This is an optimization exercise on Yosys and OpenROAD, whose aim is small area, not a production implementation.
RTL that was checked went through simulation tests only; none was proved equivalent to the original.
No activity file was given, so power comes from the tool's default toggle rates.

==> inputs of run a <==
## fpga_top
module fpga_top (
output tx_R19,
output tx_T11,
output tx_T10,
output tx_T12,
output tx_U12,
output tx_U13,
output tx_V13,
output tx_V12,
output tx_W13,
output tx_T14,
output tx_T15,
output tx_P14,
output tx_R14,
output tx_Y16,
output tx_Y17,
output tx_W14,
output tx_Y14,
output tx_T16,
output tx_U17,
output tx_V15,
output tx_W15,
output tx_U14,
output tx_U15,
output tx_U18,
output tx_U19,
output tx_P19,
output tx_N20,
output tx_P20,
output tx_T20,
output tx_U20,
output tx_V20,
output tx_W20,
output tx_Y18,
output tx_Y19,
output tx_V16,
output tx_W16,
output tx_R16,
output tx_R17,
output tx_T17,
output tx_R18,
output tx_V17,
output tx_V18,
output tx_W18,
output tx_W19,
output tx_N17,
output tx_P18,
output tx_P15,
output tx_P16,
output tx_T19,
output tx_G14,
output tx_C20,
output tx_B20,
output tx_B19,
output tx_A20,
output tx_E17,
output tx_D18,
output tx_D19,
output tx_D20,
output tx_E18,
output tx_E19,
output tx_F16,
output tx_F17,
output tx_M19,
output tx_M20,
output tx_M17,
output tx_M18,
output tx_L19,
output tx_L20,
output tx_K19,
output tx_J19,
output tx_L16,
output tx_L17,
output tx_K17,
output tx_K18,
output tx_H16,
output tx_H17,
output tx_J18,
output tx_H18,
output tx_F19,
output tx_F20,
output tx_G17,
output tx_G18,
output tx_J20,
output tx_H20,
output tx_G19,
output tx_G20,
output tx_H15,
output tx_G15,
output tx_K14,
output tx_J14,
output tx_N15,
output tx_N16,
output tx_L14,
output tx_L15,
output tx_M14,
output tx_M15,
output tx_K16,
output tx_J16,
output tx_J15,
input clk,
input rst_n );
==> module beacon_engine, before the edit <==
module beacon_engine (
    input  clk,
    input  rst_n,
    output nfeed,      
    output reg ld,     
    output reg hold,   
    output reg en      
);
reg  [8:0] w;               
reg  [4:0] j;               
reg  [12:0] lo;
reg  [4:0] hi;
reg        cy;
reg        first;           
reg        wrap;            
wire tk = ld;               
wire sw = ~w[8] & ~w[7] & (w[6:0] != 7'd0) & (w[6:0] <= 7'd99);    
wire adv = tk & (j == 5'd16);    
wire [4:0] ht = hi + {4'd0, cy};
wire [17:0] e = {ht, lo};
reg  [17:0] op;
always @(*) begin
  if (sw) op = 18'd390;
  else if (adv) op = wrap ? 18'h2_028D : 18'h3_892E;
  else if (tk) op = 18'h3_692E;
  else op = 18'd0;
end
wire [13:0] c;
wire [12:0] lo_n;
assign c[0] = 1'b0;
genvar i;
generate for (i = 0; i < 13; i = i + 1) begin : g_add
  assign lo_n[i] = lo[i] ^ op[i] ^ c[i];
  assign c[i+1] = (lo[i] & op[i]) | (c[i] & (lo[i] ^ op[i]));
end endgenerate
wire last = (w == 9'd1);
always @(posedge clk or negedge rst_n)
  if (!rst_n) begin
    w <= 9'd151; j <= 5'd25; lo <= 13'h0B3D; hi <= 5'h1B; cy <= 1'b0;
    first <= 1'b1; en <= 1'b0; wrap <= 1'b0;
    ld <= 1'b0; hold <= 1'b1;
  end else begin
    if (tk) begin
      w <= (j == 5'd25) ? 9'd379 : 9'd433;
      j <= (j == 5'd25) ? 5'd7 : j + 5'd1;
    end else
      w <= w - 9'd1;
    lo <= lo_n;
    hi <= hi + op[17:13] + {4'd0, cy};
    cy <= c[13];
    wrap <= ~ht[4] & ((ht[3] & ht[2]) | ((ht[3:0] == 4'd11) & (lo >= 13'h51B)));
    if (adv && wrap) first <= 1'b0;
    if (tk) en <= 1'b1;
    ld <= last;
    hold <= ~last;
  end
beacon_chars u_chars (.k(w[6:0]), .j(j), .e(e), .first(first), .nfeed(nfeed));
endmodule
Settings: LEC_CHECK=0, CAP_MARGIN=20, CORE_MARGIN=2, CORE_UTILIZATION=40, SLEW_MARGIN=20; clock period 6.0 ns.
standard.sh (not shown) runs the stock make flow with config.mk's settings and CLKGATE_MAP_FILE= SYNTH_SCRIPT=/design/flow/synth_recipe.tcl, a recipe that flattens the netlist after the stock synthesis.
==> flow/flow/run.sh <==
#!/bin/bash
# Standard ORFS layout with small port buffers and a small clock tree.
set -o pipefail
bash standard.sh \
  ABC_AREA=1 \
  BUFFER_PORTS_ARGS="-buffer_cell sky130_fd_sc_hd__buf_1" \
  CTS_ARGS="-sink_clustering_enable -repair_clock_nets -dont_use_dummy_load -sink_clustering_size 12 -sink_clustering_max_diameter 40 -buf_list {sky130_fd_sc_hd__clkbuf_4}" \
  finish > flow.log 2>&1
==> inputs of run b, as changes to run a <==
--- a/flow/design.v
+++ b/flow/design.v
@@ -610,8 +610,9 @@
 reg        cy;
 reg        first;           
+reg        sw;              
+reg        adv;             
 reg        wrap;            
+wire last = (w == 9'd1);
 wire tk = ld;               
-wire sw = ~w[8] & ~w[7] & (w[6:0] != 7'd0) & (w[6:0] <= 7'd99);    
-wire adv = tk & (j == 5'd16);    
 wire [4:0] ht = hi + {4'd0, cy};
 wire [17:0] e = {ht, lo};
@@ -631,9 +632,8 @@
   assign c[i+1] = (lo[i] & op[i]) | (c[i] & (lo[i] ^ op[i]));
 end endgenerate
-wire last = (w == 9'd1);
 always @(posedge clk or negedge rst_n)
   if (!rst_n) begin
     w <= 9'd151; j <= 5'd25; lo <= 13'h0B3D; hi <= 5'h1B; cy <= 1'b0;
-    first <= 1'b1; en <= 1'b0; wrap <= 1'b0;
+    first <= 1'b1; en <= 1'b0; sw <= 1'b0; adv <= 1'b0; wrap <= 1'b0;
     ld <= 1'b0; hold <= 1'b1;
   end else begin
@@ -646,4 +646,7 @@
     hi <= hi + op[17:13] + {4'd0, cy};
     cy <= c[13];
+    if (w == 9'd100) sw <= 1'b1;
+    else if (last) sw <= 1'b0;
+    adv <= last & (j == 5'd16);
     wrap <= ~ht[4] & ((ht[3] & ht[2]) | ((ht[3:0] == 4'd11) & (lo >= 13'h51B)));
     if (adv && wrap) first <= 1'b0;
==> flow/flow/run.sh (replaced) <==
#!/bin/bash
# Standard ORFS layout with small port buffers and a small clock tree.
set -o pipefail
bash standard.sh \
  ABC_AREA=1 CORE_UTILIZATION=72 PLACE_DENSITY=0.82 \
  BUFFER_PORTS_ARGS="-buffer_cell sky130_fd_sc_hd__buf_1" \
  CTS_ARGS="-sink_clustering_enable -repair_clock_nets -dont_use_dummy_load -sink_clustering_size 10 -sink_clustering_max_diameter 40 -buf_list {sky130_fd_sc_hd__clkbuf_4}" \
  finish > flow.log 2>&1
==> comparison <==
Of run b and run a, run b has the higher first-iteration DRC count (gap 100%, measured against run a). Against run b, the sequential share of layout area of run a is lower by 2.1 points. Against run a, the non-clock buffer count of run b is lower by 16. Against run b, the clock power of run a is higher by about 2%. Sequential power is about the same in run b and run a. Against run b, the clock skew of run a is higher by 41 ps. Flip-flop and latch count: run a is lower than run b (2). Between run a and run b, the lower register-to-register slack is in run a (gap 610 ps). Of run a and run b, run a has the higher cell count (gap 14%, measured against run b).
For run a, only the layout was checked, not whether the RTL still works.

[separate check: timing with driven ports]
In the flow no input, the clock included, has a driving cell. The finished layouts below were timed again as built, in two steps. Step 1 assumes that a clkbuf_16 drives the clock port and a buf_2 every other input. Step 2 adds t to the input delays and takes it off the output delays; t is the mean of the earliest and latest rising clock arrival at the registers after step 1. Input paths then give back, and output paths get back, about the clock's delay inside the block. Slacks: ideal / step 1 / step 2; pairs: ideal / step 1.
run | t, ns | slack for setup (ns) | clock arrival spread, ns | worst data-port slew with drivers (ns)
run a | 0.656 | 0.427 / 0.427 / 0.427 | 0.136 / 0.136 | 0.03
run b | 0.634 | 1.033 / 1.033 / 1.033 | 0.098 / 0.098 | 0.03
After both steps every run listed still meets setup and hold.
